Context: an optimization exercise on an open-source flow, tuned for small area, a short achievable clock period and few clock cycles per item. The choices shown serve that exercise and are no tape-out recipe.
Only simulation tests tie the RTL to the original design; equivalence was not proved.

==> flow/design.v (outline; a module is shown in full before it is edited, if it fits) <==
// module Divider_Modulo: 31 lines
// module div_stage0: 368 lines
// module div_stage1: 819 lines
// module div_stage2: 368 lines
module Divider_Modulo (clk, reset, mode, valid_in, divisor, dividend, result, valid_out);
  // ...
==> flow/flow/run.sh <==
#!/bin/bash
# Own layout flow: the standard synthesis unchanged, then the standard
# layout with these changes:
#  - ports are buffered with buf_4 cells instead of the slow delay buffers the
#    default port buffering picks;
#  - repair may resize a cell to any cell of the same function;
set -euo pipefail
bash standard.sh synth > synth.log 2>&1
bash standard.sh "BUFFER_PORTS_ARGS=-buffer_cell sky130_fd_sc_hd__buf_4" \
  SETUP_SLACK_MARGIN=14 TNS_END_PERCENT=0 SKIP_INCREMENTAL_REPAIR=1 finish > layout.log 2>&1
==> flow/standard.sh <==
#!/bin/bash
# synth_recipe.tcl (not shown) runs the flow's synth.tcl, then flattens the netlist and writes it again
# the make line also repeats each setting of config.mk as NAME=value (left out here)
make -C /OpenROAD-flow-scripts/flow DESIGN_CONFIG=/design/flow/config.mk WORK_HOME=/design/flow/orfs CLKGATE_MAP_FILE= SYNTH_SCRIPT=/design/flow/synth_recipe.tcl "${@:-finish}"
==> flow/config.mk <==
export PLATFORM = sky130hd
export DESIGN_NAME = Divider_Modulo
export DESIGN_NICKNAME = Divider_Modulo
export VERILOG_FILES = /design/flow/design.v
export SDC_FILE = /design/flow/constraint.sdc
export NUM_CORES = 4
export LEC_CHECK = 0
export ABC_AREA = 1
export CAP_MARGIN = 20
export CORE_MARGIN = 2
export CORE_UTILIZATION = 40
export SLEW_MARGIN = 20
export SYNTH_HIERARCHICAL = 1
==> flow/constraint.sdc <==
create_clock -name core_clock -period 25.0 [get_ports {clk}]
set_input_delay 5.0000 -clock core_clock [delete_from_list [all_inputs] [get_ports {clk}]]
set_output_delay 5.0000 -clock core_clock [all_outputs]
set_load 0.01 [all_outputs]
==> qor.yml, run 1 <==
status: "timing/DRC/antenna clean"
first_pass_iters: 5
ctsResizeCount: 101
synth-seq-cells: 98
crit_fanout: 35
synthSimpleGateAreaFrac_pct: 65.0
top_regs: "shA: 17 flops, shB: 17 flops"
synth_cells: 3651
slew_headroom_pct: 65.9
grt_util_all_layers_pct: 20.9
vias_per_cell: 4.98
syn_to_final_growth_pct: 6.62
htree_levels: 3
gp_congestion: 0.844
initial_core_util_pct: 40.7
synth_mux_area_share_pct: 0
synth_top_area_share_pct: 31.9
async_flop_share_pct: 2.04
syn-mean-instance-area_um2: 5.08
multi_input_area_share_pct: 71.4
clockNetworkAreaShare_pct: 1.63
wl_per_cell_um: 11.6
synth-xor-area-share_pct: 5.09
rrSetupSlack_ns: 13.96
crit_cells: 89
route.met3.wl_mm: 1.11
clockBufferDepth: 2
inverters: 502
grt_pass1_vias: 19400
synth_edf_count: 0
nonClkBufAreaFrac_pct: 3.21
flops_and_latches: 98
hp-start: "mA$_DFF_P_"
drc: 0
holdBufCountCts: 0
Testbench counts, summed over its fixed seeds: cycles 8,000, items 4,000.
==> module div_stage0, before the edit <==
module div_stage0 (dividend, d, r_out, sh_out);
input wire [31:0] dividend;
input wire [14:0] d;
output wire [14:0] r_out;
output wire [16:0] sh_out;
wire [15:0] a_0a = dividend[31:16];
wire [0:0] q_0a;
wire [14:0] r_0a;
wire s0a_1_g0 = a_0a[0] | ~d[0];
wire s0a_1_g1 = a_0a[1] & ~d[1];
wire s0a_1_p1 = a_0a[1] | ~d[1];
wire s0a_1_g2 = a_0a[2] & ~d[2];
wire s0a_1_p2 = a_0a[2] | ~d[2];
wire s0a_1_g3 = a_0a[3] & ~d[3];
wire s0a_1_p3 = a_0a[3] | ~d[3];
wire s0a_1_g4 = a_0a[4] & ~d[4];
wire s0a_1_p4 = a_0a[4] | ~d[4];
wire s0a_1_g5 = a_0a[5] & ~d[5];
wire s0a_1_p5 = a_0a[5] | ~d[5];
wire s0a_1_g6 = a_0a[6] & ~d[6];
wire s0a_1_p6 = a_0a[6] | ~d[6];
wire s0a_1_g7 = a_0a[7] & ~d[7];
wire s0a_1_p7 = a_0a[7] | ~d[7];
wire s0a_1_g8 = a_0a[8] & ~d[8];
wire s0a_1_p8 = a_0a[8] | ~d[8];
wire s0a_1_g9 = a_0a[9] & ~d[9];
wire s0a_1_p9 = a_0a[9] | ~d[9];
wire s0a_1_g10 = a_0a[10] & ~d[10];
wire s0a_1_p10 = a_0a[10] | ~d[10];
wire s0a_1_g11 = a_0a[11] & ~d[11];
wire s0a_1_p11 = a_0a[11] | ~d[11];
wire s0a_1_g12 = a_0a[12] & ~d[12];
wire s0a_1_p12 = a_0a[12] | ~d[12];
wire s0a_1_g13 = a_0a[13] & ~d[13];
wire s0a_1_p13 = a_0a[13] | ~d[13];
wire s0a_1_g14 = a_0a[14] & ~d[14];
wire s0a_1_p14 = a_0a[14] | ~d[14];
wire s0a_1_g15 = a_0a[15] & ~1'b0;
wire s0a_1_p15 = a_0a[15] | ~1'b0;
wire s0a_1_G0_1 = s0a_1_g1 | (s0a_1_p1 & s0a_1_g0);
wire s0a_1_G0_3 = s0a_1_g3 | (s0a_1_p3 & s0a_1_g2);
wire s0a_1_P0_3 = s0a_1_p3 & s0a_1_p2;
wire s0a_1_G0_5 = s0a_1_g5 | (s0a_1_p5 & s0a_1_g4);
wire s0a_1_P0_5 = s0a_1_p5 & s0a_1_p4;
wire s0a_1_G0_7 = s0a_1_g7 | (s0a_1_p7 & s0a_1_g6);
wire s0a_1_P0_7 = s0a_1_p7 & s0a_1_p6;
wire s0a_1_G0_9 = s0a_1_g9 | (s0a_1_p9 & s0a_1_g8);
wire s0a_1_P0_9 = s0a_1_p9 & s0a_1_p8;
wire s0a_1_G0_11 = s0a_1_g11 | (s0a_1_p11 & s0a_1_g10);
wire s0a_1_P0_11 = s0a_1_p11 & s0a_1_p10;
wire s0a_1_G0_13 = s0a_1_g13 | (s0a_1_p13 & s0a_1_g12);
wire s0a_1_P0_13 = s0a_1_p13 & s0a_1_p12;
wire s0a_1_G0_15 = s0a_1_g15 | (s0a_1_p15 & s0a_1_g14);
wire s0a_1_P0_15 = s0a_1_p15 & s0a_1_p14;
wire s0a_1_G1_3 = s0a_1_G0_3 | (s0a_1_P0_3 & s0a_1_G0_1);
wire s0a_1_G1_7 = s0a_1_G0_7 | (s0a_1_P0_7 & s0a_1_G0_5);
wire s0a_1_P1_7 = s0a_1_P0_7 & s0a_1_P0_5;
wire s0a_1_G1_11 = s0a_1_G0_11 | (s0a_1_P0_11 & s0a_1_G0_9);
wire s0a_1_P1_11 = s0a_1_P0_11 & s0a_1_P0_9;
wire s0a_1_G1_15 = s0a_1_G0_15 | (s0a_1_P0_15 & s0a_1_G0_13);
wire s0a_1_P1_15 = s0a_1_P0_15 & s0a_1_P0_13;
wire s0a_1_G2_7 = s0a_1_G1_7 | (s0a_1_P1_7 & s0a_1_G1_3);
wire s0a_1_G2_15 = s0a_1_G1_15 | (s0a_1_P1_15 & s0a_1_G1_11);
wire s0a_1_P2_15 = s0a_1_P1_15 & s0a_1_P1_11;
wire s0a_1_G3_15 = s0a_1_G2_15 | (s0a_1_P2_15 & s0a_1_G2_7);
wire s0a_1_G4_11 = s0a_1_G1_11 | (s0a_1_P1_11 & s0a_1_G2_7);
wire s0a_1_G5_5 = s0a_1_G0_5 | (s0a_1_P0_5 & s0a_1_G1_3);
wire s0a_1_G5_9 = s0a_1_G0_9 | (s0a_1_P0_9 & s0a_1_G2_7);
wire s0a_1_G5_13 = s0a_1_G0_13 | (s0a_1_P0_13 & s0a_1_G4_11);
wire s0a_1_G6_2 = s0a_1_g2 | (s0a_1_p2 & s0a_1_G0_1);
wire s0a_1_G6_4 = s0a_1_g4 | (s0a_1_p4 & s0a_1_G1_3);
wire s0a_1_G6_6 = s0a_1_g6 | (s0a_1_p6 & s0a_1_G5_5);
wire s0a_1_G6_8 = s0a_1_g8 | (s0a_1_p8 & s0a_1_G2_7);
wire s0a_1_G6_10 = s0a_1_g10 | (s0a_1_p10 & s0a_1_G5_9);
wire s0a_1_G6_12 = s0a_1_g12 | (s0a_1_p12 & s0a_1_G4_11);
wire s0a_1_G6_14 = s0a_1_g14 | (s0a_1_p14 & s0a_1_G5_13);
wire ge0a_1 = s0a_1_G3_15;
wire h0a_1 = ge0a_1;
assign q_0a[0] = h0a_1;
assign r_0a[0] = a_0a[0] ^ ((h0a_1 & ~(d[0] ^ 1'b1)));
assign r_0a[1] = a_0a[1] ^ ((h0a_1 & ~(d[1] ^ s0a_1_g0)));
assign r_0a[2] = a_0a[2] ^ ((h0a_1 & ~(d[2] ^ s0a_1_G0_1)));
assign r_0a[3] = a_0a[3] ^ ((h0a_1 & ~(d[3] ^ s0a_1_G6_2)));
assign r_0a[4] = a_0a[4] ^ ((h0a_1 & ~(d[4] ^ s0a_1_G1_3)));
assign r_0a[5] = a_0a[5] ^ ((h0a_1 & ~(d[5] ^ s0a_1_G6_4)));
assign r_0a[6] = a_0a[6] ^ ((h0a_1 & ~(d[6] ^ s0a_1_G5_5)));
assign r_0a[7] = a_0a[7] ^ ((h0a_1 & ~(d[7] ^ s0a_1_G6_6)));
assign r_0a[8] = a_0a[8] ^ ((h0a_1 & ~(d[8] ^ s0a_1_G2_7)));
assign r_0a[9] = a_0a[9] ^ ((h0a_1 & ~(d[9] ^ s0a_1_G6_8)));
assign r_0a[10] = a_0a[10] ^ ((h0a_1 & ~(d[10] ^ s0a_1_G5_9)));
assign r_0a[11] = a_0a[11] ^ ((h0a_1 & ~(d[11] ^ s0a_1_G6_10)));
assign r_0a[12] = a_0a[12] ^ ((h0a_1 & ~(d[12] ^ s0a_1_G4_11)));
assign r_0a[13] = a_0a[13] ^ ((h0a_1 & ~(d[13] ^ s0a_1_G6_12)));
assign r_0a[14] = a_0a[14] ^ ((h0a_1 & ~(d[14] ^ s0a_1_G5_13)));
wire [16:0] sh_0a = {dividend[15:0], q_0a};
wire [15:0] a_0b = {r_0a, sh_0a[16:16]};
wire [0:0] q_0b;
wire [14:0] r_0b;
wire s0b_1_g0 = a_0b[0] | ~d[0];
wire s0b_1_g1 = a_0b[1] & ~d[1];
wire s0b_1_p1 = a_0b[1] | ~d[1];
wire s0b_1_g2 = a_0b[2] & ~d[2];
wire s0b_1_p2 = a_0b[2] | ~d[2];
wire s0b_1_g3 = a_0b[3] & ~d[3];
wire s0b_1_p3 = a_0b[3] | ~d[3];
wire s0b_1_g4 = a_0b[4] & ~d[4];
wire s0b_1_p4 = a_0b[4] | ~d[4];
wire s0b_1_g5 = a_0b[5] & ~d[5];
wire s0b_1_p5 = a_0b[5] | ~d[5];
wire s0b_1_g6 = a_0b[6] & ~d[6];
wire s0b_1_p6 = a_0b[6] | ~d[6];
wire s0b_1_g7 = a_0b[7] & ~d[7];
wire s0b_1_p7 = a_0b[7] | ~d[7];
wire s0b_1_g8 = a_0b[8] & ~d[8];
wire s0b_1_p8 = a_0b[8] | ~d[8];
wire s0b_1_g9 = a_0b[9] & ~d[9];
wire s0b_1_p9 = a_0b[9] | ~d[9];
wire s0b_1_g10 = a_0b[10] & ~d[10];
wire s0b_1_p10 = a_0b[10] | ~d[10];
wire s0b_1_g11 = a_0b[11] & ~d[11];
wire s0b_1_p11 = a_0b[11] | ~d[11];
wire s0b_1_g12 = a_0b[12] & ~d[12];
wire s0b_1_p12 = a_0b[12] | ~d[12];
wire s0b_1_g13 = a_0b[13] & ~d[13];
wire s0b_1_p13 = a_0b[13] | ~d[13];
wire s0b_1_g14 = a_0b[14] & ~d[14];
wire s0b_1_p14 = a_0b[14] | ~d[14];
wire s0b_1_g15 = a_0b[15] & ~1'b0;
wire s0b_1_p15 = a_0b[15] | ~1'b0;
wire s0b_1_G0_1 = s0b_1_g1 | (s0b_1_p1 & s0b_1_g0);
wire s0b_1_G0_3 = s0b_1_g3 | (s0b_1_p3 & s0b_1_g2);
wire s0b_1_P0_3 = s0b_1_p3 & s0b_1_p2;
wire s0b_1_G0_5 = s0b_1_g5 | (s0b_1_p5 & s0b_1_g4);
wire s0b_1_P0_5 = s0b_1_p5 & s0b_1_p4;
wire s0b_1_G0_7 = s0b_1_g7 | (s0b_1_p7 & s0b_1_g6);
wire s0b_1_P0_7 = s0b_1_p7 & s0b_1_p6;
wire s0b_1_G0_9 = s0b_1_g9 | (s0b_1_p9 & s0b_1_g8);
wire s0b_1_P0_9 = s0b_1_p9 & s0b_1_p8;
wire s0b_1_G0_11 = s0b_1_g11 | (s0b_1_p11 & s0b_1_g10);
wire s0b_1_P0_11 = s0b_1_p11 & s0b_1_p10;
wire s0b_1_G0_13 = s0b_1_g13 | (s0b_1_p13 & s0b_1_g12);
wire s0b_1_P0_13 = s0b_1_p13 & s0b_1_p12;
wire s0b_1_G0_15 = s0b_1_g15 | (s0b_1_p15 & s0b_1_g14);
wire s0b_1_P0_15 = s0b_1_p15 & s0b_1_p14;
wire s0b_1_G1_3 = s0b_1_G0_3 | (s0b_1_P0_3 & s0b_1_G0_1);
wire s0b_1_G1_7 = s0b_1_G0_7 | (s0b_1_P0_7 & s0b_1_G0_5);
wire s0b_1_P1_7 = s0b_1_P0_7 & s0b_1_P0_5;
wire s0b_1_G1_11 = s0b_1_G0_11 | (s0b_1_P0_11 & s0b_1_G0_9);
wire s0b_1_P1_11 = s0b_1_P0_11 & s0b_1_P0_9;
wire s0b_1_G1_15 = s0b_1_G0_15 | (s0b_1_P0_15 & s0b_1_G0_13);
wire s0b_1_P1_15 = s0b_1_P0_15 & s0b_1_P0_13;
wire s0b_1_G2_7 = s0b_1_G1_7 | (s0b_1_P1_7 & s0b_1_G1_3);
wire s0b_1_G2_15 = s0b_1_G1_15 | (s0b_1_P1_15 & s0b_1_G1_11);
wire s0b_1_P2_15 = s0b_1_P1_15 & s0b_1_P1_11;
wire s0b_1_G3_15 = s0b_1_G2_15 | (s0b_1_P2_15 & s0b_1_G2_7);
wire s0b_1_G4_11 = s0b_1_G1_11 | (s0b_1_P1_11 & s0b_1_G2_7);
wire s0b_1_G5_5 = s0b_1_G0_5 | (s0b_1_P0_5 & s0b_1_G1_3);
wire s0b_1_G5_9 = s0b_1_G0_9 | (s0b_1_P0_9 & s0b_1_G2_7);
wire s0b_1_G5_13 = s0b_1_G0_13 | (s0b_1_P0_13 & s0b_1_G4_11);
wire s0b_1_G6_2 = s0b_1_g2 | (s0b_1_p2 & s0b_1_G0_1);
wire s0b_1_G6_4 = s0b_1_g4 | (s0b_1_p4 & s0b_1_G1_3);
wire s0b_1_G6_6 = s0b_1_g6 | (s0b_1_p6 & s0b_1_G5_5);
wire s0b_1_G6_8 = s0b_1_g8 | (s0b_1_p8 & s0b_1_G2_7);
wire s0b_1_G6_10 = s0b_1_g10 | (s0b_1_p10 & s0b_1_G5_9);
wire s0b_1_G6_12 = s0b_1_g12 | (s0b_1_p12 & s0b_1_G4_11);
wire s0b_1_G6_14 = s0b_1_g14 | (s0b_1_p14 & s0b_1_G5_13);
wire ge0b_1 = s0b_1_G3_15;
wire h0b_1 = ge0b_1;
assign q_0b[0] = h0b_1;
assign r_0b[0] = a_0b[0] ^ ((h0b_1 & ~(d[0] ^ 1'b1)));
assign r_0b[1] = a_0b[1] ^ ((h0b_1 & ~(d[1] ^ s0b_1_g0)));
assign r_0b[2] = a_0b[2] ^ ((h0b_1 & ~(d[2] ^ s0b_1_G0_1)));
assign r_0b[3] = a_0b[3] ^ ((h0b_1 & ~(d[3] ^ s0b_1_G6_2)));
assign r_0b[4] = a_0b[4] ^ ((h0b_1 & ~(d[4] ^ s0b_1_G1_3)));
assign r_0b[5] = a_0b[5] ^ ((h0b_1 & ~(d[5] ^ s0b_1_G6_4)));
assign r_0b[6] = a_0b[6] ^ ((h0b_1 & ~(d[6] ^ s0b_1_G5_5)));
assign r_0b[7] = a_0b[7] ^ ((h0b_1 & ~(d[7] ^ s0b_1_G6_6)));
assign r_0b[8] = a_0b[8] ^ ((h0b_1 & ~(d[8] ^ s0b_1_G2_7)));
assign r_0b[9] = a_0b[9] ^ ((h0b_1 & ~(d[9] ^ s0b_1_G6_8)));
assign r_0b[10] = a_0b[10] ^ ((h0b_1 & ~(d[10] ^ s0b_1_G5_9)));
assign r_0b[11] = a_0b[11] ^ ((h0b_1 & ~(d[11] ^ s0b_1_G6_10)));
assign r_0b[12] = a_0b[12] ^ ((h0b_1 & ~(d[12] ^ s0b_1_G4_11)));
assign r_0b[13] = a_0b[13] ^ ((h0b_1 & ~(d[13] ^ s0b_1_G6_12)));
assign r_0b[14] = a_0b[14] ^ ((h0b_1 & ~(d[14] ^ s0b_1_G5_13)));
wire [16:0] sh_0b = {sh_0a[15:0], q_0b};
wire [15:0] a_0c = {r_0b, sh_0b[16:16]};
wire [0:0] q_0c;
wire [14:0] r_0c;
wire s0c_1_g0 = a_0c[0] | ~d[0];
wire s0c_1_g1 = a_0c[1] & ~d[1];
wire s0c_1_p1 = a_0c[1] | ~d[1];
wire s0c_1_g2 = a_0c[2] & ~d[2];
wire s0c_1_p2 = a_0c[2] | ~d[2];
wire s0c_1_g3 = a_0c[3] & ~d[3];
wire s0c_1_p3 = a_0c[3] | ~d[3];
wire s0c_1_g4 = a_0c[4] & ~d[4];
wire s0c_1_p4 = a_0c[4] | ~d[4];
wire s0c_1_g5 = a_0c[5] & ~d[5];
wire s0c_1_p5 = a_0c[5] | ~d[5];
wire s0c_1_g6 = a_0c[6] & ~d[6];
wire s0c_1_p6 = a_0c[6] | ~d[6];
wire s0c_1_g7 = a_0c[7] & ~d[7];
wire s0c_1_p7 = a_0c[7] | ~d[7];
wire s0c_1_g8 = a_0c[8] & ~d[8];
wire s0c_1_p8 = a_0c[8] | ~d[8];
wire s0c_1_g9 = a_0c[9] & ~d[9];
wire s0c_1_p9 = a_0c[9] | ~d[9];
wire s0c_1_g10 = a_0c[10] & ~d[10];
wire s0c_1_p10 = a_0c[10] | ~d[10];
wire s0c_1_g11 = a_0c[11] & ~d[11];
wire s0c_1_p11 = a_0c[11] | ~d[11];
wire s0c_1_g12 = a_0c[12] & ~d[12];
wire s0c_1_p12 = a_0c[12] | ~d[12];
wire s0c_1_g13 = a_0c[13] & ~d[13];
wire s0c_1_p13 = a_0c[13] | ~d[13];
wire s0c_1_g14 = a_0c[14] & ~d[14];
wire s0c_1_p14 = a_0c[14] | ~d[14];
wire s0c_1_g15 = a_0c[15] & ~1'b0;
wire s0c_1_p15 = a_0c[15] | ~1'b0;
wire s0c_1_G0_1 = s0c_1_g1 | (s0c_1_p1 & s0c_1_g0);
wire s0c_1_G0_3 = s0c_1_g3 | (s0c_1_p3 & s0c_1_g2);
wire s0c_1_P0_3 = s0c_1_p3 & s0c_1_p2;
wire s0c_1_G0_5 = s0c_1_g5 | (s0c_1_p5 & s0c_1_g4);
wire s0c_1_P0_5 = s0c_1_p5 & s0c_1_p4;
wire s0c_1_G0_7 = s0c_1_g7 | (s0c_1_p7 & s0c_1_g6);
wire s0c_1_P0_7 = s0c_1_p7 & s0c_1_p6;
wire s0c_1_G0_9 = s0c_1_g9 | (s0c_1_p9 & s0c_1_g8);
wire s0c_1_P0_9 = s0c_1_p9 & s0c_1_p8;
wire s0c_1_G0_11 = s0c_1_g11 | (s0c_1_p11 & s0c_1_g10);
wire s0c_1_P0_11 = s0c_1_p11 & s0c_1_p10;
wire s0c_1_G0_13 = s0c_1_g13 | (s0c_1_p13 & s0c_1_g12);
wire s0c_1_P0_13 = s0c_1_p13 & s0c_1_p12;
wire s0c_1_G0_15 = s0c_1_g15 | (s0c_1_p15 & s0c_1_g14);
wire s0c_1_P0_15 = s0c_1_p15 & s0c_1_p14;
wire s0c_1_G1_3 = s0c_1_G0_3 | (s0c_1_P0_3 & s0c_1_G0_1);
wire s0c_1_G1_7 = s0c_1_G0_7 | (s0c_1_P0_7 & s0c_1_G0_5);
wire s0c_1_P1_7 = s0c_1_P0_7 & s0c_1_P0_5;
wire s0c_1_G1_11 = s0c_1_G0_11 | (s0c_1_P0_11 & s0c_1_G0_9);
wire s0c_1_P1_11 = s0c_1_P0_11 & s0c_1_P0_9;
wire s0c_1_G1_15 = s0c_1_G0_15 | (s0c_1_P0_15 & s0c_1_G0_13);
wire s0c_1_P1_15 = s0c_1_P0_15 & s0c_1_P0_13;
wire s0c_1_G2_7 = s0c_1_G1_7 | (s0c_1_P1_7 & s0c_1_G1_3);
wire s0c_1_G2_15 = s0c_1_G1_15 | (s0c_1_P1_15 & s0c_1_G1_11);
wire s0c_1_P2_15 = s0c_1_P1_15 & s0c_1_P1_11;
wire s0c_1_G3_15 = s0c_1_G2_15 | (s0c_1_P2_15 & s0c_1_G2_7);
wire s0c_1_G4_11 = s0c_1_G1_11 | (s0c_1_P1_11 & s0c_1_G2_7);
wire s0c_1_G5_5 = s0c_1_G0_5 | (s0c_1_P0_5 & s0c_1_G1_3);
wire s0c_1_G5_9 = s0c_1_G0_9 | (s0c_1_P0_9 & s0c_1_G2_7);
wire s0c_1_G5_13 = s0c_1_G0_13 | (s0c_1_P0_13 & s0c_1_G4_11);
wire s0c_1_G6_2 = s0c_1_g2 | (s0c_1_p2 & s0c_1_G0_1);
wire s0c_1_G6_4 = s0c_1_g4 | (s0c_1_p4 & s0c_1_G1_3);
wire s0c_1_G6_6 = s0c_1_g6 | (s0c_1_p6 & s0c_1_G5_5);
wire s0c_1_G6_8 = s0c_1_g8 | (s0c_1_p8 & s0c_1_G2_7);
wire s0c_1_G6_10 = s0c_1_g10 | (s0c_1_p10 & s0c_1_G5_9);
wire s0c_1_G6_12 = s0c_1_g12 | (s0c_1_p12 & s0c_1_G4_11);
wire s0c_1_G6_14 = s0c_1_g14 | (s0c_1_p14 & s0c_1_G5_13);
wire ge0c_1 = s0c_1_G3_15;
wire h0c_1 = ge0c_1;
assign q_0c[0] = h0c_1;
assign r_0c[0] = a_0c[0] ^ ((h0c_1 & ~(d[0] ^ 1'b1)));
assign r_0c[1] = a_0c[1] ^ ((h0c_1 & ~(d[1] ^ s0c_1_g0)));
assign r_0c[2] = a_0c[2] ^ ((h0c_1 & ~(d[2] ^ s0c_1_G0_1)));
assign r_0c[3] = a_0c[3] ^ ((h0c_1 & ~(d[3] ^ s0c_1_G6_2)));
assign r_0c[4] = a_0c[4] ^ ((h0c_1 & ~(d[4] ^ s0c_1_G1_3)));
assign r_0c[5] = a_0c[5] ^ ((h0c_1 & ~(d[5] ^ s0c_1_G6_4)));
assign r_0c[6] = a_0c[6] ^ ((h0c_1 & ~(d[6] ^ s0c_1_G5_5)));
assign r_0c[7] = a_0c[7] ^ ((h0c_1 & ~(d[7] ^ s0c_1_G6_6)));
assign r_0c[8] = a_0c[8] ^ ((h0c_1 & ~(d[8] ^ s0c_1_G2_7)));
assign r_0c[9] = a_0c[9] ^ ((h0c_1 & ~(d[9] ^ s0c_1_G6_8)));
assign r_0c[10] = a_0c[10] ^ ((h0c_1 & ~(d[10] ^ s0c_1_G5_9)));
assign r_0c[11] = a_0c[11] ^ ((h0c_1 & ~(d[11] ^ s0c_1_G6_10)));
assign r_0c[12] = a_0c[12] ^ ((h0c_1 & ~(d[12] ^ s0c_1_G4_11)));
assign r_0c[13] = a_0c[13] ^ ((h0c_1 & ~(d[13] ^ s0c_1_G6_12)));
assign r_0c[14] = a_0c[14] ^ ((h0c_1 & ~(d[14] ^ s0c_1_G5_13)));
wire [16:0] sh_0c = {sh_0b[15:0], q_0c};
wire [15:0] a_0d = {r_0c, sh_0c[16:16]};
wire [0:0] q_0d;
wire [14:0] r_0d;
wire s0d_1_g0 = a_0d[0] | ~d[0];
wire s0d_1_g1 = a_0d[1] & ~d[1];
wire s0d_1_p1 = a_0d[1] | ~d[1];
wire s0d_1_g2 = a_0d[2] & ~d[2];
wire s0d_1_p2 = a_0d[2] | ~d[2];
wire s0d_1_g3 = a_0d[3] & ~d[3];
wire s0d_1_p3 = a_0d[3] | ~d[3];
wire s0d_1_g4 = a_0d[4] & ~d[4];
wire s0d_1_p4 = a_0d[4] | ~d[4];
wire s0d_1_g5 = a_0d[5] & ~d[5];
wire s0d_1_p5 = a_0d[5] | ~d[5];
wire s0d_1_g6 = a_0d[6] & ~d[6];
wire s0d_1_p6 = a_0d[6] | ~d[6];
wire s0d_1_g7 = a_0d[7] & ~d[7];
wire s0d_1_p7 = a_0d[7] | ~d[7];
wire s0d_1_g8 = a_0d[8] & ~d[8];
wire s0d_1_p8 = a_0d[8] | ~d[8];
wire s0d_1_g9 = a_0d[9] & ~d[9];
wire s0d_1_p9 = a_0d[9] | ~d[9];
wire s0d_1_g10 = a_0d[10] & ~d[10];
wire s0d_1_p10 = a_0d[10] | ~d[10];
wire s0d_1_g11 = a_0d[11] & ~d[11];
wire s0d_1_p11 = a_0d[11] | ~d[11];
wire s0d_1_g12 = a_0d[12] & ~d[12];
wire s0d_1_p12 = a_0d[12] | ~d[12];
wire s0d_1_g13 = a_0d[13] & ~d[13];
wire s0d_1_p13 = a_0d[13] | ~d[13];
wire s0d_1_g14 = a_0d[14] & ~d[14];
wire s0d_1_p14 = a_0d[14] | ~d[14];
wire s0d_1_g15 = a_0d[15] & ~1'b0;
wire s0d_1_p15 = a_0d[15] | ~1'b0;
wire s0d_1_G0_1 = s0d_1_g1 | (s0d_1_p1 & s0d_1_g0);
wire s0d_1_G0_3 = s0d_1_g3 | (s0d_1_p3 & s0d_1_g2);
wire s0d_1_P0_3 = s0d_1_p3 & s0d_1_p2;
wire s0d_1_G0_5 = s0d_1_g5 | (s0d_1_p5 & s0d_1_g4);
wire s0d_1_P0_5 = s0d_1_p5 & s0d_1_p4;
wire s0d_1_G0_7 = s0d_1_g7 | (s0d_1_p7 & s0d_1_g6);
wire s0d_1_P0_7 = s0d_1_p7 & s0d_1_p6;
wire s0d_1_G0_9 = s0d_1_g9 | (s0d_1_p9 & s0d_1_g8);
wire s0d_1_P0_9 = s0d_1_p9 & s0d_1_p8;
wire s0d_1_G0_11 = s0d_1_g11 | (s0d_1_p11 & s0d_1_g10);
wire s0d_1_P0_11 = s0d_1_p11 & s0d_1_p10;
wire s0d_1_G0_13 = s0d_1_g13 | (s0d_1_p13 & s0d_1_g12);
wire s0d_1_P0_13 = s0d_1_p13 & s0d_1_p12;
wire s0d_1_G0_15 = s0d_1_g15 | (s0d_1_p15 & s0d_1_g14);
wire s0d_1_P0_15 = s0d_1_p15 & s0d_1_p14;
wire s0d_1_G1_3 = s0d_1_G0_3 | (s0d_1_P0_3 & s0d_1_G0_1);
wire s0d_1_G1_7 = s0d_1_G0_7 | (s0d_1_P0_7 & s0d_1_G0_5);
wire s0d_1_P1_7 = s0d_1_P0_7 & s0d_1_P0_5;
wire s0d_1_G1_11 = s0d_1_G0_11 | (s0d_1_P0_11 & s0d_1_G0_9);
wire s0d_1_P1_11 = s0d_1_P0_11 & s0d_1_P0_9;
wire s0d_1_G1_15 = s0d_1_G0_15 | (s0d_1_P0_15 & s0d_1_G0_13);
wire s0d_1_P1_15 = s0d_1_P0_15 & s0d_1_P0_13;
wire s0d_1_G2_7 = s0d_1_G1_7 | (s0d_1_P1_7 & s0d_1_G1_3);
wire s0d_1_G2_15 = s0d_1_G1_15 | (s0d_1_P1_15 & s0d_1_G1_11);
wire s0d_1_P2_15 = s0d_1_P1_15 & s0d_1_P1_11;
wire s0d_1_G3_15 = s0d_1_G2_15 | (s0d_1_P2_15 & s0d_1_G2_7);
wire s0d_1_G4_11 = s0d_1_G1_11 | (s0d_1_P1_11 & s0d_1_G2_7);
wire s0d_1_G5_5 = s0d_1_G0_5 | (s0d_1_P0_5 & s0d_1_G1_3);
wire s0d_1_G5_9 = s0d_1_G0_9 | (s0d_1_P0_9 & s0d_1_G2_7);
wire s0d_1_G5_13 = s0d_1_G0_13 | (s0d_1_P0_13 & s0d_1_G4_11);
wire s0d_1_G6_2 = s0d_1_g2 | (s0d_1_p2 & s0d_1_G0_1);
wire s0d_1_G6_4 = s0d_1_g4 | (s0d_1_p4 & s0d_1_G1_3);
wire s0d_1_G6_6 = s0d_1_g6 | (s0d_1_p6 & s0d_1_G5_5);
wire s0d_1_G6_8 = s0d_1_g8 | (s0d_1_p8 & s0d_1_G2_7);
wire s0d_1_G6_10 = s0d_1_g10 | (s0d_1_p10 & s0d_1_G5_9);
wire s0d_1_G6_12 = s0d_1_g12 | (s0d_1_p12 & s0d_1_G4_11);
wire s0d_1_G6_14 = s0d_1_g14 | (s0d_1_p14 & s0d_1_G5_13);
wire ge0d_1 = s0d_1_G3_15;
wire h0d_1 = ge0d_1;
assign q_0d[0] = h0d_1;
assign r_0d[0] = a_0d[0] ^ ((h0d_1 & ~(d[0] ^ 1'b1)));
assign r_0d[1] = a_0d[1] ^ ((h0d_1 & ~(d[1] ^ s0d_1_g0)));
assign r_0d[2] = a_0d[2] ^ ((h0d_1 & ~(d[2] ^ s0d_1_G0_1)));
assign r_0d[3] = a_0d[3] ^ ((h0d_1 & ~(d[3] ^ s0d_1_G6_2)));
assign r_0d[4] = a_0d[4] ^ ((h0d_1 & ~(d[4] ^ s0d_1_G1_3)));
assign r_0d[5] = a_0d[5] ^ ((h0d_1 & ~(d[5] ^ s0d_1_G6_4)));
assign r_0d[6] = a_0d[6] ^ ((h0d_1 & ~(d[6] ^ s0d_1_G5_5)));
assign r_0d[7] = a_0d[7] ^ ((h0d_1 & ~(d[7] ^ s0d_1_G6_6)));
assign r_0d[8] = a_0d[8] ^ ((h0d_1 & ~(d[8] ^ s0d_1_G2_7)));
assign r_0d[9] = a_0d[9] ^ ((h0d_1 & ~(d[9] ^ s0d_1_G6_8)));
assign r_0d[10] = a_0d[10] ^ ((h0d_1 & ~(d[10] ^ s0d_1_G5_9)));
assign r_0d[11] = a_0d[11] ^ ((h0d_1 & ~(d[11] ^ s0d_1_G6_10)));
assign r_0d[12] = a_0d[12] ^ ((h0d_1 & ~(d[12] ^ s0d_1_G4_11)));
assign r_0d[13] = a_0d[13] ^ ((h0d_1 & ~(d[13] ^ s0d_1_G6_12)));
assign r_0d[14] = a_0d[14] ^ ((h0d_1 & ~(d[14] ^ s0d_1_G5_13)));
wire [16:0] sh_0d = {sh_0c[15:0], q_0d};
assign r_out = r_0d;
assign sh_out = sh_0d[16:0];
endmodule
==> inputs of run 2 (changes only) <==
--- a/flow/design.v
+++ b/flow/design.v
@@ -389,18 +389,108 @@
 assign r_0d[8] = a_0d[8] ^ ((h0d_1 & ~(d[8] ^ s0d_1_G2_7)));
 assign r_0d[9] = a_0d[9] ^ ((h0d_1 & ~(d[9] ^ s0d_1_G6_8)));
 assign r_0d[10] = a_0d[10] ^ ((h0d_1 & ~(d[10] ^ s0d_1_G5_9)));
 assign r_0d[11] = a_0d[11] ^ ((h0d_1 & ~(d[11] ^ s0d_1_G6_10)));
 assign r_0d[12] = a_0d[12] ^ ((h0d_1 & ~(d[12] ^ s0d_1_G4_11)));
 assign r_0d[13] = a_0d[13] ^ ((h0d_1 & ~(d[13] ^ s0d_1_G6_12)));
 assign r_0d[14] = a_0d[14] ^ ((h0d_1 & ~(d[14] ^ s0d_1_G5_13)));
 wire [16:0] sh_0d = {sh_0c[15:0], q_0d};
-assign r_out = r_0d;
-assign sh_out = sh_0d[16:0];
+wire [15:0] a_0e = {r_0d, sh_0d[16:16]};
+wire [0:0] q_0e;
+wire [14:0] r_0e;
+wire s0e_1_g0 = a_0e[0] | ~d[0];
+wire s0e_1_g1 = a_0e[1] & ~d[1];
+wire s0e_1_p1 = a_0e[1] | ~d[1];
+wire s0e_1_g2 = a_0e[2] & ~d[2];
+wire s0e_1_p2 = a_0e[2] | ~d[2];
+wire s0e_1_g3 = a_0e[3] & ~d[3];
+wire s0e_1_p3 = a_0e[3] | ~d[3];
+wire s0e_1_g4 = a_0e[4] & ~d[4];
+wire s0e_1_p4 = a_0e[4] | ~d[4];
+wire s0e_1_g5 = a_0e[5] & ~d[5];
+wire s0e_1_p5 = a_0e[5] | ~d[5];
+wire s0e_1_g6 = a_0e[6] & ~d[6];
+wire s0e_1_p6 = a_0e[6] | ~d[6];
+wire s0e_1_g7 = a_0e[7] & ~d[7];
+wire s0e_1_p7 = a_0e[7] | ~d[7];
+wire s0e_1_g8 = a_0e[8] & ~d[8];
+wire s0e_1_p8 = a_0e[8] | ~d[8];
+wire s0e_1_g9 = a_0e[9] & ~d[9];
+wire s0e_1_p9 = a_0e[9] | ~d[9];
+wire s0e_1_g10 = a_0e[10] & ~d[10];
+wire s0e_1_p10 = a_0e[10] | ~d[10];
+wire s0e_1_g11 = a_0e[11] & ~d[11];
+wire s0e_1_p11 = a_0e[11] | ~d[11];
+wire s0e_1_g12 = a_0e[12] & ~d[12];
+wire s0e_1_p12 = a_0e[12] | ~d[12];
+wire s0e_1_g13 = a_0e[13] & ~d[13];
+wire s0e_1_p13 = a_0e[13] | ~d[13];
+wire s0e_1_g14 = a_0e[14] & ~d[14];
+wire s0e_1_p14 = a_0e[14] | ~d[14];
+wire s0e_1_g15 = a_0e[15] & ~1'b0;
+wire s0e_1_p15 = a_0e[15] | ~1'b0;
+wire s0e_1_G0_1 = s0e_1_g1 | (s0e_1_p1 & s0e_1_g0);
+wire s0e_1_G0_3 = s0e_1_g3 | (s0e_1_p3 & s0e_1_g2);
+wire s0e_1_P0_3 = s0e_1_p3 & s0e_1_p2;
+wire s0e_1_G0_5 = s0e_1_g5 | (s0e_1_p5 & s0e_1_g4);
+wire s0e_1_P0_5 = s0e_1_p5 & s0e_1_p4;
+wire s0e_1_G0_7 = s0e_1_g7 | (s0e_1_p7 & s0e_1_g6);
+wire s0e_1_P0_7 = s0e_1_p7 & s0e_1_p6;
+wire s0e_1_G0_9 = s0e_1_g9 | (s0e_1_p9 & s0e_1_g8);
+wire s0e_1_P0_9 = s0e_1_p9 & s0e_1_p8;
+wire s0e_1_G0_11 = s0e_1_g11 | (s0e_1_p11 & s0e_1_g10);
+wire s0e_1_P0_11 = s0e_1_p11 & s0e_1_p10;
+wire s0e_1_G0_13 = s0e_1_g13 | (s0e_1_p13 & s0e_1_g12);
+wire s0e_1_P0_13 = s0e_1_p13 & s0e_1_p12;
+wire s0e_1_G0_15 = s0e_1_g15 | (s0e_1_p15 & s0e_1_g14);
+wire s0e_1_P0_15 = s0e_1_p15 & s0e_1_p14;
+wire s0e_1_G1_3 = s0e_1_G0_3 | (s0e_1_P0_3 & s0e_1_G0_1);
+wire s0e_1_G1_7 = s0e_1_G0_7 | (s0e_1_P0_7 & s0e_1_G0_5);
+wire s0e_1_P1_7 = s0e_1_P0_7 & s0e_1_P0_5;
+wire s0e_1_G1_11 = s0e_1_G0_11 | (s0e_1_P0_11 & s0e_1_G0_9);
+wire s0e_1_P1_11 = s0e_1_P0_11 & s0e_1_P0_9;
+wire s0e_1_G1_15 = s0e_1_G0_15 | (s0e_1_P0_15 & s0e_1_G0_13);
+wire s0e_1_P1_15 = s0e_1_P0_15 & s0e_1_P0_13;
+wire s0e_1_G2_7 = s0e_1_G1_7 | (s0e_1_P1_7 & s0e_1_G1_3);
+wire s0e_1_G2_15 = s0e_1_G1_15 | (s0e_1_P1_15 & s0e_1_G1_11);
+wire s0e_1_P2_15 = s0e_1_P1_15 & s0e_1_P1_11;
+wire s0e_1_G3_15 = s0e_1_G2_15 | (s0e_1_P2_15 & s0e_1_G2_7);
+wire s0e_1_G4_11 = s0e_1_G1_11 | (s0e_1_P1_11 & s0e_1_G2_7);
+wire s0e_1_G5_5 = s0e_1_G0_5 | (s0e_1_P0_5 & s0e_1_G1_3);
+wire s0e_1_G5_9 = s0e_1_G0_9 | (s0e_1_P0_9 & s0e_1_G2_7);
+wire s0e_1_G5_13 = s0e_1_G0_13 | (s0e_1_P0_13 & s0e_1_G4_11);
+wire s0e_1_G6_2 = s0e_1_g2 | (s0e_1_p2 & s0e_1_G0_1);
+wire s0e_1_G6_4 = s0e_1_g4 | (s0e_1_p4 & s0e_1_G1_3);
+wire s0e_1_G6_6 = s0e_1_g6 | (s0e_1_p6 & s0e_1_G5_5);
+wire s0e_1_G6_8 = s0e_1_g8 | (s0e_1_p8 & s0e_1_G2_7);
+wire s0e_1_G6_10 = s0e_1_g10 | (s0e_1_p10 & s0e_1_G5_9);
+wire s0e_1_G6_12 = s0e_1_g12 | (s0e_1_p12 & s0e_1_G4_11);
+wire s0e_1_G6_14 = s0e_1_g14 | (s0e_1_p14 & s0e_1_G5_13);
+wire ge0e_1 = s0e_1_G3_15;
+wire h0e_1 = ge0e_1;
+assign q_0e[0] = h0e_1;
+assign r_0e[0] = a_0e[0] ^ ((h0e_1 & ~(d[0] ^ 1'b1)));
+assign r_0e[1] = a_0e[1] ^ ((h0e_1 & ~(d[1] ^ s0e_1_g0)));
+assign r_0e[2] = a_0e[2] ^ ((h0e_1 & ~(d[2] ^ s0e_1_G0_1)));
+assign r_0e[3] = a_0e[3] ^ ((h0e_1 & ~(d[3] ^ s0e_1_G6_2)));
+assign r_0e[4] = a_0e[4] ^ ((h0e_1 & ~(d[4] ^ s0e_1_G1_3)));
+assign r_0e[5] = a_0e[5] ^ ((h0e_1 & ~(d[5] ^ s0e_1_G6_4)));
+assign r_0e[6] = a_0e[6] ^ ((h0e_1 & ~(d[6] ^ s0e_1_G5_5)));
+assign r_0e[7] = a_0e[7] ^ ((h0e_1 & ~(d[7] ^ s0e_1_G6_6)));
+assign r_0e[8] = a_0e[8] ^ ((h0e_1 & ~(d[8] ^ s0e_1_G2_7)));
+assign r_0e[9] = a_0e[9] ^ ((h0e_1 & ~(d[9] ^ s0e_1_G6_8)));
+assign r_0e[10] = a_0e[10] ^ ((h0e_1 & ~(d[10] ^ s0e_1_G5_9)));
+assign r_0e[11] = a_0e[11] ^ ((h0e_1 & ~(d[11] ^ s0e_1_G6_10)));
+assign r_0e[12] = a_0e[12] ^ ((h0e_1 & ~(d[12] ^ s0e_1_G4_11)));
+assign r_0e[13] = a_0e[13] ^ ((h0e_1 & ~(d[13] ^ s0e_1_G6_12)));
+assign r_0e[14] = a_0e[14] ^ ((h0e_1 & ~(d[14] ^ s0e_1_G5_13)));
+wire [16:0] sh_0e = {sh_0d[15:0], q_0e};
+assign r_out = r_0e;
+assign sh_out = sh_0e[16:0];
 endmodule
 module div_stage1 (r_in, sh_in, d, r_out, sh_out);
 input wire [14:0] r_in;
 input wire [16:0] sh_in;
 input wire [14:0] d;
 output wire [14:0] r_out;
 output wire [16:0] sh_out;
 wire [15:0] a_1a = {r_in, sh_in[16:16]};
@@ -1118,108 +1208,18 @@
 assign r_1h[8] = a_1h[8] ^ ((h1h_1 & ~(d[8] ^ s1h_1_G2_7)));
 assign r_1h[9] = a_1h[9] ^ ((h1h_1 & ~(d[9] ^ s1h_1_G6_8)));
 assign r_1h[10] = a_1h[10] ^ ((h1h_1 & ~(d[10] ^ s1h_1_G5_9)));
 assign r_1h[11] = a_1h[11] ^ ((h1h_1 & ~(d[11] ^ s1h_1_G6_10)));
 assign r_1h[12] = a_1h[12] ^ ((h1h_1 & ~(d[12] ^ s1h_1_G4_11)));
 assign r_1h[13] = a_1h[13] ^ ((h1h_1 & ~(d[13] ^ s1h_1_G6_12)));
 assign r_1h[14] = a_1h[14] ^ ((h1h_1 & ~(d[14] ^ s1h_1_G5_13)));
 wire [16:0] sh_1h = {sh_1g[15:0], q_1h};
-wire [15:0] a_1i = {r_1h, sh_1h[16:16]};
-wire [0:0] q_1i;
-wire [14:0] r_1i;
-wire s1i_1_g0 = a_1i[0] | ~d[0];
-wire s1i_1_g1 = a_1i[1] & ~d[1];
-wire s1i_1_p1 = a_1i[1] | ~d[1];
-wire s1i_1_g2 = a_1i[2] & ~d[2];
-wire s1i_1_p2 = a_1i[2] | ~d[2];
-wire s1i_1_g3 = a_1i[3] & ~d[3];
-wire s1i_1_p3 = a_1i[3] | ~d[3];
-wire s1i_1_g4 = a_1i[4] & ~d[4];
-wire s1i_1_p4 = a_1i[4] | ~d[4];
-wire s1i_1_g5 = a_1i[5] & ~d[5];
-wire s1i_1_p5 = a_1i[5] | ~d[5];
-wire s1i_1_g6 = a_1i[6] & ~d[6];
-wire s1i_1_p6 = a_1i[6] | ~d[6];
-wire s1i_1_g7 = a_1i[7] & ~d[7];
-wire s1i_1_p7 = a_1i[7] | ~d[7];
-wire s1i_1_g8 = a_1i[8] & ~d[8];
-wire s1i_1_p8 = a_1i[8] | ~d[8];
-wire s1i_1_g9 = a_1i[9] & ~d[9];
-wire s1i_1_p9 = a_1i[9] | ~d[9];
-wire s1i_1_g10 = a_1i[10] & ~d[10];
-wire s1i_1_p10 = a_1i[10] | ~d[10];
-wire s1i_1_g11 = a_1i[11] & ~d[11];
-wire s1i_1_p11 = a_1i[11] | ~d[11];
-wire s1i_1_g12 = a_1i[12] & ~d[12];
-wire s1i_1_p12 = a_1i[12] | ~d[12];
-wire s1i_1_g13 = a_1i[13] & ~d[13];
-wire s1i_1_p13 = a_1i[13] | ~d[13];
-wire s1i_1_g14 = a_1i[14] & ~d[14];
-wire s1i_1_p14 = a_1i[14] | ~d[14];
-wire s1i_1_g15 = a_1i[15] & ~1'b0;
-wire s1i_1_p15 = a_1i[15] | ~1'b0;
-wire s1i_1_G0_1 = s1i_1_g1 | (s1i_1_p1 & s1i_1_g0);
-wire s1i_1_G0_3 = s1i_1_g3 | (s1i_1_p3 & s1i_1_g2);
-wire s1i_1_P0_3 = s1i_1_p3 & s1i_1_p2;
-wire s1i_1_G0_5 = s1i_1_g5 | (s1i_1_p5 & s1i_1_g4);
-wire s1i_1_P0_5 = s1i_1_p5 & s1i_1_p4;
-wire s1i_1_G0_7 = s1i_1_g7 | (s1i_1_p7 & s1i_1_g6);
-wire s1i_1_P0_7 = s1i_1_p7 & s1i_1_p6;
-wire s1i_1_G0_9 = s1i_1_g9 | (s1i_1_p9 & s1i_1_g8);
-wire s1i_1_P0_9 = s1i_1_p9 & s1i_1_p8;
-wire s1i_1_G0_11 = s1i_1_g11 | (s1i_1_p11 & s1i_1_g10);
-wire s1i_1_P0_11 = s1i_1_p11 & s1i_1_p10;
-wire s1i_1_G0_13 = s1i_1_g13 | (s1i_1_p13 & s1i_1_g12);
-wire s1i_1_P0_13 = s1i_1_p13 & s1i_1_p12;
-wire s1i_1_G0_15 = s1i_1_g15 | (s1i_1_p15 & s1i_1_g14);
-wire s1i_1_P0_15 = s1i_1_p15 & s1i_1_p14;
-wire s1i_1_G1_3 = s1i_1_G0_3 | (s1i_1_P0_3 & s1i_1_G0_1);
-wire s1i_1_G1_7 = s1i_1_G0_7 | (s1i_1_P0_7 & s1i_1_G0_5);
-wire s1i_1_P1_7 = s1i_1_P0_7 & s1i_1_P0_5;
-wire s1i_1_G1_11 = s1i_1_G0_11 | (s1i_1_P0_11 & s1i_1_G0_9);
-wire s1i_1_P1_11 = s1i_1_P0_11 & s1i_1_P0_9;
-wire s1i_1_G1_15 = s1i_1_G0_15 | (s1i_1_P0_15 & s1i_1_G0_13);
-wire s1i_1_P1_15 = s1i_1_P0_15 & s1i_1_P0_13;
-wire s1i_1_G2_7 = s1i_1_G1_7 | (s1i_1_P1_7 & s1i_1_G1_3);
-wire s1i_1_G2_15 = s1i_1_G1_15 | (s1i_1_P1_15 & s1i_1_G1_11);
-wire s1i_1_P2_15 = s1i_1_P1_15 & s1i_1_P1_11;
-wire s1i_1_G3_15 = s1i_1_G2_15 | (s1i_1_P2_15 & s1i_1_G2_7);
-wire s1i_1_G4_11 = s1i_1_G1_11 | (s1i_1_P1_11 & s1i_1_G2_7);
-wire s1i_1_G5_5 = s1i_1_G0_5 | (s1i_1_P0_5 & s1i_1_G1_3);
-wire s1i_1_G5_9 = s1i_1_G0_9 | (s1i_1_P0_9 & s1i_1_G2_7);
-wire s1i_1_G5_13 = s1i_1_G0_13 | (s1i_1_P0_13 & s1i_1_G4_11);
-wire s1i_1_G6_2 = s1i_1_g2 | (s1i_1_p2 & s1i_1_G0_1);
-wire s1i_1_G6_4 = s1i_1_g4 | (s1i_1_p4 & s1i_1_G1_3);
-wire s1i_1_G6_6 = s1i_1_g6 | (s1i_1_p6 & s1i_1_G5_5);
-wire s1i_1_G6_8 = s1i_1_g8 | (s1i_1_p8 & s1i_1_G2_7);
-wire s1i_1_G6_10 = s1i_1_g10 | (s1i_1_p10 & s1i_1_G5_9);
-wire s1i_1_G6_12 = s1i_1_g12 | (s1i_1_p12 & s1i_1_G4_11);
-wire s1i_1_G6_14 = s1i_1_g14 | (s1i_1_p14 & s1i_1_G5_13);
-wire ge1i_1 = s1i_1_G3_15;
-wire h1i_1 = ge1i_1;
-assign q_1i[0] = h1i_1;
-assign r_1i[0] = a_1i[0] ^ ((h1i_1 & ~(d[0] ^ 1'b1)));
-assign r_1i[1] = a_1i[1] ^ ((h1i_1 & ~(d[1] ^ s1i_1_g0)));
-assign r_1i[2] = a_1i[2] ^ ((h1i_1 & ~(d[2] ^ s1i_1_G0_1)));
-assign r_1i[3] = a_1i[3] ^ ((h1i_1 & ~(d[3] ^ s1i_1_G6_2)));
-assign r_1i[4] = a_1i[4] ^ ((h1i_1 & ~(d[4] ^ s1i_1_G1_3)));
-assign r_1i[5] = a_1i[5] ^ ((h1i_1 & ~(d[5] ^ s1i_1_G6_4)));
-assign r_1i[6] = a_1i[6] ^ ((h1i_1 & ~(d[6] ^ s1i_1_G5_5)));
-assign r_1i[7] = a_1i[7] ^ ((h1i_1 & ~(d[7] ^ s1i_1_G6_6)));
-assign r_1i[8] = a_1i[8] ^ ((h1i_1 & ~(d[8] ^ s1i_1_G2_7)));
-assign r_1i[9] = a_1i[9] ^ ((h1i_1 & ~(d[9] ^ s1i_1_G6_8)));
-assign r_1i[10] = a_1i[10] ^ ((h1i_1 & ~(d[10] ^ s1i_1_G5_9)));
-assign r_1i[11] = a_1i[11] ^ ((h1i_1 & ~(d[11] ^ s1i_1_G6_10)));
-assign r_1i[12] = a_1i[12] ^ ((h1i_1 & ~(d[12] ^ s1i_1_G4_11)));
-assign r_1i[13] = a_1i[13] ^ ((h1i_1 & ~(d[13] ^ s1i_1_G6_12)));
-assign r_1i[14] = a_1i[14] ^ ((h1i_1 & ~(d[14] ^ s1i_1_G5_13)));
-wire [16:0] sh_1i = {sh_1h[15:0], q_1i};
-assign r_out = r_1i;
-assign sh_out = sh_1i[16:0];
+assign r_out = r_1h;
+assign sh_out = sh_1h[16:0];
 endmodule
 module div_stage2 (r_in, sh_in, d, mode, result);
 input wire [14:0] r_in;
 input wire [16:0] sh_in;
 input wire [14:0] d;
 input wire mode;
 output wire [16:0] result;
 wire [15:0] a_2a = {r_in, sh_in[16:16]};
==> flow/flow/run.sh (replaced) <==
#!/bin/bash
set -euo pipefail
bash standard.sh synth > synth.log 2>&1
bash standard.sh SETUP_SLACK_MARGIN=14 TNS_END_PERCENT=0 finish > layout.log 2>&1
==> run 2 against run 1 <==
Net effect:
- cell area is 7.1% higher
- largest cell class unchanged
- cell count is 2.1% higher
- setup slack better by 0.17 ns
- utilization is 3.3 points higher
- critical endpoint is now rA[0]$_DFF_P_
- synthesized area is 0.73% lower
- register-to-register slack better by 0.82 ns
- fmax is 1.6% higher
- synthesized cell count hardly changed
- die area is 0.71% lower
- via count is 3.4% higher
- non-clock buffer count is 74 higher
==> qor.yml, run 2 <==
clk_latency_ns: 0.40
holdBufCountCts: 0  # unchanged
initial_core_util_pct: 40.6  # -0.12 points
totalWireLength_mm: 53.5
layout-drive-gt1-share_pct: 12.9
n_antenna_cell: 0
dp_cells: 4164
cts_tree: "built"
synthTopCellsByArea: "nand2_1 (32%), nand3_1 (20%), dfxtp_1 (10%), inv_1 (8.9%), xor2_1 (4.8%)"
clk_pin_slew_ns: 0.09
synth_most_common_cell: "nand2_1"
final_common_cell: "nand2_1"
vias_per_cell: 5.04  # +1.3%
numCtsBuffers: 9
r2r_cells: 76
min_period_over_period_pct: 43.5
first_pass_iters: 6  # +1
wl_per_cell_um: 12.4  # +7.2%
hold_depth: 0
finalInstanceArea_mm2: 0.0212
crit_cells: 53  # -40%
vias: 21700
synth_seq_area_share_pct: 10.7
grt_pass1_vias: 19700  # +1.5%
netlist.top_cell.by_area: "nand2_1"
finClkSkew_ns: 0.0232
fmax_ghz: 0.0920
cp.arrival_ns: 11.21
fillers: 5007
status: "timing/DRC/antenna clean"
instances_no_fill: 4307
setup.worst_path.start_class: "input pin"
crit_family: "simple AND/OR/NAND/NOR gates"
overflow: 0
syn-mean-instance-area_um2: 5.05  # -0.70%
htree_levels: 3  # unchanged
fin_tns_setup_ns: 0
syn_to_final_growth_pct: 15.1
grt_util_all_layers_pct: 20.5  # -0.45 points
grt_pass1_wl_mm: 83.6
die_w_um: 219
slew_headroom_pct: 62.5  # -3.4 points
drc: 0  # unchanged
rows: 78
crit_fanout: 17  # -51%
period_needed_ns: 10.87
hp-start: "shA[6]$_DFF_P_"
yosysWarnings: 7
startpoint: "dividend[27]"
yosys.cell_types.count: 39
dp_slack_ns: 12.11
synth_top_flop_cell: "dfxtp_1"
holdWs_ns: 0.329
critPathMaxStageDelay_ns: 0.45
dpl_cell_area_mm2: 0.0187
antenna_found_initial: 0
io_pins: 85
required_ns: 25.34
cap_violations: 0
ant_nets: 0
reg2reg_from: "dA[12]$_DFF_P_"
cts.sinks: 98
cp-end-kind: "flip-flop"
maxSlewViolCount: 0
grt_max_degree: 35
die_h_um: 219
synth_cells: 3650  # -0.027%
setup_viol_count_final: 0
crit_top_cell: "nand2_1"
core_mm2: 0.0454
io_buffers: 68
clockBufferDepth: 2  # unchanged
nets: 3754
final_cell_mix: "nand2_1 (1510), nand3_1 (712), inv_1 (424)"
rsz0062_at_grt: "yes"
top_regs: "shA: 17 flops, shB: 17 flops"
async_flop_share_pct: 2.04  # unchanged
worstSetupPathType: "in -> reg"
die_area_mm2: 0.0478
ys_top_cells_by_count: "nand2_1 (1555), nand3_1 (725), inv_1 (438), nor2_1 (126), nand4_1 (106)"
drt_iter0_markers: 1081
synth_edf_count: 0  # unchanged
slowest_stage: "clkdlybuf4s50_1"
gp_congestion: 0.844  # about the same
hold_path_class: "reg -> reg"
tightest_slew_ns: 0.562
synth-seq-cells: 98  # unchanged
hold_viol: 0
path_buf_inv: 11
timing.final.ws_setup_ns: 14.13
synth_top_area_share_pct: 31.7  # -0.19 points
cts.root.buffer_cell: "clkbuf_16"
hpwl_mm: 35.9
synth_area_mm2: 0.0184
run 2: changes by cell type in the layout (fill, tap and decap cells not counted), moves of 11 or more:
cell             previous run  this run
clkdlybuf4s50_1             0        45
nand3_1                   678       712
nand2_4                    10        25
nand3_4                    32        43
nor2_1                    120       106
nand2_1                  1568      1510
run 2: final cells by class:
| cell class | instances | area [um^2] | area share [%] |
|---|---|---|---|
| repair buffers | 158 | 1470 | 6.91 |
| flip-flops and latches | 98 | 2050 | 9.69 |
| clock inverters | 7 | 81.3 | 0.384 |
| well taps | 600 | 751 | 3.54 |
| inverters | 511 | 1970 | 9.28 |
| clock buffers | 9 | 225 | 1.06 |
| multi-input cells | 2924 | 14700 | 69.1 |
run 2: final timing paths:
| check | endpoint | slack (ns) |
|---|---|---|
| max reg2reg | rB[6]$_DFF_P_ | 14.78 |
| max | rA[0]$_DFF_P_ | 14.13 |
| min reg2reg | shB[14]$_DFF_P_ | 0.33 |
| min in group asynchronous | vA$_DFF_PP0_ | 4.74 |
| max in group asynchronous | valid_out$_DFF_PP0_ | 20.16 |
| min | shB[14]$_DFF_P_ | 0.33 |
run 2: cell families (layout without fill, tap and decap cells):
| logic type | Yosys count | after routing | share of synthesized area, % |
|---|---|---|---|
| xor+xnor | 108 | 108 | 5.17 |
| compound gates | 95 | 95 | 2.87 |
| simple gates | 2665 | 2706 | 64.2 |
| buf+inv | 683 | 685 | 17.0 |
| other cells | 1 | 15 | 0.0204 |
| flops | 98 | 98 | 10.7 |
run 2: modules after synthesis (local to each module, per instance):
| module | cell area, um^2 | times used | cells inside |
|---|---|---|---|
| div_stage1 | 7610 | 1 | 1665 |
| div_stage0 | 4840 | 1 | 1030 |
| div_stage2 | 3880 | 1 | 840 |
| Divider_Modulo | 2090 | 1 | 115 |
run 2: timing repair:
item                       4_1_cts  5_1_grt
cloned                          17       24
buffers inserted                11       75
setup endpoints to repair       47       47
resized for setup              107      216
pin swaps                        9       54
run 2: per-stage QoR:
stage / util, %
after floorplan: -
after global placement: 41.3
after detailed placement: 41.3
after CTS: 43.3
after global routing: 46.7
final: 46.7
run 2: layer usage:
layer / vias up / wire length (um) / GRT usage, %
met5: - / 0 / 0
met4: 0 / 2310 / 6.96
met3: 127 / 1370 / 2.03
met2: 352 / 28800 / 41.1
met1: 9563 / 21000 / 21.8
li1: 11700 / - / -
Testbench counts of run 2, summed over its fixed seeds: cycles 8,000, items 4,000.
==> inputs of run 3 (changes only) <==
==> flow/flow/run.sh (replaced) <==
#!/bin/bash
set -euo pipefail
bash standard.sh synth > synth.log 2>&1
bash standard.sh SETUP_SLACK_MARGIN=15 TNS_END_PERCENT=0 SKIP_INCREMENTAL_REPAIR=1 finish > layout.log 2>&1
==> run 3 against run 2 <==
Net effect:
- clock skew shrank 0.0013 ns
- wire length grew 2.7%
- cell area grew 4.9%
- cell count grew 1.6%
- utilization grew 2.3 points
- synthesized cell count is the same
- first-iteration DRC count shrank 0.93%
- die area is the same
- sequential share of layout area shrank 0.34 points
- critical path type unchanged
- largest cell class unchanged
==> qor.yml, run 3 <==
status: "timing/DRC/antenna clean"
hold_path_class: "reg -> reg"
reg2reg_from: "dA[13]$_DFF_P_"
period_needed_ns: 10.47  # -0.397 ns
ys_top_cells_by_count: "nand2_1 (1555), nand3_1 (725), inv_1 (438), nor2_1 (126), nand4_1 (106)"
drt_iter0_markers: 1071  # -0.93%
timing.rr.end: "rB[7]$_DFF_P_"
seqCellArea_mm2: 0.00208  # +1.2%
cts.root.buffer_cell: "clkbuf_16"
gp_congestion: 0.844  # unchanged
io_pins: 85  # unchanged
ctsResizeCount: 577  # +440%
dp_cells: 4164  # unchanged
n_antenna_cell: 0  # unchanged
hp-start: "shA[6]$_DFF_P_"
syn-mean-instance-area_um2: 5.05  # unchanged
rrSetupSlack_ns: 14.84  # +0.06 ns
initial_core_util_pct: 40.6  # unchanged
synth_cells: 3650  # unchanged
finalInstanceArea_mm2: 0.0222  # +4.9%
final_common_cell: "nand2_1"
rows: 78  # unchanged
cp.arrival_ns: 10.77  # -0.44 ns
totalWireLength_mm: 55.0  # +2.7%
critPathMaxStageDelay_ns: 0.28  # -0.17 ns
vias: 22200  # +2.4%
top_regs: "shA: 17 flops, shB: 17 flops"
multi_input_area_mm2: 0.0152  # +3.6%
tightest_slew_ns: 0.574  # +0.0124 ns
fillers: 4878  # -2.6%
synth_most_common_cell: "nand2_1"
grt_pass1_wl_mm: 95.7  # +14%
vias_per_cell: 5.08  # +0.78%
numCtsBuffers: 9  # unchanged
setup.worst_path.start_class: "input pin"
antenna_found_initial: 0  # unchanged
holdBufCountCts: 0  # unchanged
nets: 3823  # +1.8%
htree_levels: 3  # unchanged
grt_pass1_vias: 21500  # +9.2%
core_mm2: 0.0454  # unchanged
layout-drive-gt1-share_pct: 17.8  # +4.8 points
yosys.cell_types.count: 39  # unchanged
min_period_over_period_pct: 41.9  # -1.6 points
clk_latency_ns: 0.40  # about the same
fin_tns_setup_ns: 0  # unchanged
slew_headroom_pct: 61.7  # -0.83 points
dpl_cell_area_mm2: 0.0187  # unchanged
die_h_um: 219  # unchanged
cp-end-kind: "flip-flop"
cts.sinks: 98  # unchanged
yosysWarnings: 7  # unchanged
clockBufferDepth: 2  # unchanged
grt_max_degree: 33  # -5.7%
crit_top_cell: "nand2_1"
cap_violations: 0  # unchanged
die_area_mm2: 0.0478  # unchanged
die_w_um: 219  # unchanged
crit_fanout: 8  # -9
synth-seq-cells: 98  # unchanged
slowest_stage: "dlygate4sd2_1"
instances_no_fill: 4376  # +1.6%
ant_nets: 0  # unchanged
synth_seq_area_share_pct: 10.7  # unchanged
overflow: 0  # unchanged
grt_util_all_layers_pct: 24.1  # +3.6 points
fmax_ghz: 0.0955  # +3.8%
syn_to_final_growth_pct: 20.7
cts_tree: "built"
finClkSkew_ns: 0.0220  # -0.00125 ns
synth_area_mm2: 0.0184  # unchanged
hold_end: "shB[14]$_DFF_P_"
required_ns: 25.30  # -0.04 ns
worstSetupPathType: "in -> reg"
netlist.top_cell.by_area: "nand2_1"
synth_top_area_share_pct: 31.7  # unchanged
synth_edf_count: 0  # unchanged
hold_viol: 0  # unchanged
post_cts_buffers: 153  # +142
r2r_cells: 76  # unchanged
io_buffers: 68  # unchanged
synth_top_flop_cell: "dfxtp_1"
hpwl_mm: 35.9  # unchanged
async_flop_share_pct: 2.04  # unchanged
final_cell_mix: "nand2_1 (1453), nand3_1 (693), inv_1 (411)"
first_pass_iters: 7  # +1
clk_pin_slew_ns: 0.08  # about the same
synthTopCellsByArea: "nand2_1 (32%), nand3_1 (20%), dfxtp_1 (10%), inv_1 (8.9%), xor2_1 (4.8%)"
hold_depth: 0  # unchanged
drc: 0  # unchanged
setup_viol_count_final: 0  # unchanged
wl_per_cell_um: 12.6  # +1.1%
maxSlewViolCount: 0  # unchanged
## run 3: cell types whose count changed in the layout (fill, tap and decap cells not counted), moves of 11 or more
cell,delta
nand3_2,+11
buf_4,+63
nand3_1,-19
nand2_1,-57
inv_1,-13
nand2_2,+53
buf_2,+19
clkdlybuf4s50_1,-22
dlygate4sd2_1,+12
## run 3: layer usage
metal,up-vias,GRT usage (%),share of wire [%]
li1,11800,-,-
met1,9804,23.9,38
met5,-,0,0
met4,0,16.3,6.8
met2,424,46.7,52
met3,198,2.49,2.7
## run 3: worst max-delay path: cells and delay by family
family	cells	cell delay, ns
AOI/OAI and AO/OA	3	0.49
buffers and inverters	11	1.33
and+or+nand+nor	38	3.90
## run 3: modules after synthesis (local to each module, per instance)
| module | flip-flops and latches | cells | area (um^2) | copies in the design |
|---|---|---|---|---|
| div_stage2 | 0 | 840 | 3880 | 1 |
| div_stage0 | 0 | 1030 | 4840 | 1 |
| div_stage1 | 0 | 1665 | 7610 | 1 |
| Divider_Modulo | 98 | 115 | 2090 | 1 |
## run 3: area by class of cell
| cell class | count | area share, % |
|---|---|---|
| Clock buffer | 9 | 1.01 |
| Clock inverter | 7 | 0.366 |
| Inverter | 511 | 8.91 |
| Multi-Input combinational cell | 2926 | 68.3 |
| Sequential cell | 98 | 9.35 |
| Tap cell | 600 | 3.38 |
| Timing Repair Buffer | 225 | 8.72 |
## run 3: worst max-delay path by stage
stage          cells after the start              to  slack, ns       startpoint
2_1_floorplan                     51   rA[3]$_DFF_P_      15.18       divisor[0]
3_3_place_gp                      50   rA[6]$_DFF_P_      12.18      divisor[12]
3_5_place_dp                      50   rA[8]$_DFF_P_      12.11      divisor[12]
4_1_cts                           46       result[3]      14.74  shB[16]$_DFF_P_
5_1_grt                           84  rB[11]$_DFF_P_      13.47   dA[13]$_DFF_P_
6_report                          52  rA[14]$_DFF_P_      14.53     dividend[27]
## run 3: cell families (layout without fill, tap and decap cells)
logic type             Yosys count  in the layout  synth area share [%]
AND/OR/NAND/NOR               2665           2708                  64.2
other                            1             15                0.0204
AO/OA/AOI/OAI                   95             95                  2.87
flip-flops                      98             98                  10.7
XOR/XNOR                       108            108                  5.17
buffers and inverters          683            752                  17.0
## run 3: through the flow
stage               hold WS (ns)  utilization, %  worst slack [ns]
floorplan                  0.310               -             15.18
global placement           0.311            41.3             12.18
detailed placement         0.314            41.3             12.11
CTS                        0.332            49.0             14.74
global route               0.335            49.0             13.47
finish                     0.330            49.0             14.53

[port drivers added, routing unchanged]
In the flow no input, the clock included, has a driving cell. The finished layouts below were timed again as built, in two steps.
Step 1, drivers: a clkbuf_16 drives clk and a buf_2 each remaining input, both assumed.
Step 2 also shifts input and output timing later by t, the mid clock arrival at the registers, as if the neighbouring blocks saw the same clock.
Three values: no drivers, after step 1, after step 2; two values: the first two.
| run | shift t [ns] | slack for setup (ns) | hold WS [ns] | worst setup path at the end | worst data-port slew with drivers (ns) |
|---|---|---|---|---|---|
| run 1 | 0.423 | 13.962 / 13.962 / 13.962 | 0.327 / 0.327 / 0.327 | register to register | 0.07 |
| run 2 | 0.442 | 14.131 / 14.085 / 13.700 | 0.329 / 0.329 / 0.329 | input to register | 0.05 |
| run 3 | 0.444 | 14.528 / 14.543 / 14.101 | 0.330 / 0.330 / 0.330 | input to register | 0.05 |
After both steps every run listed still meets setup and hold. The setup slack of run 2, which loses most, moves by -0.046 ns with the drivers and by -0.431 ns with both steps.
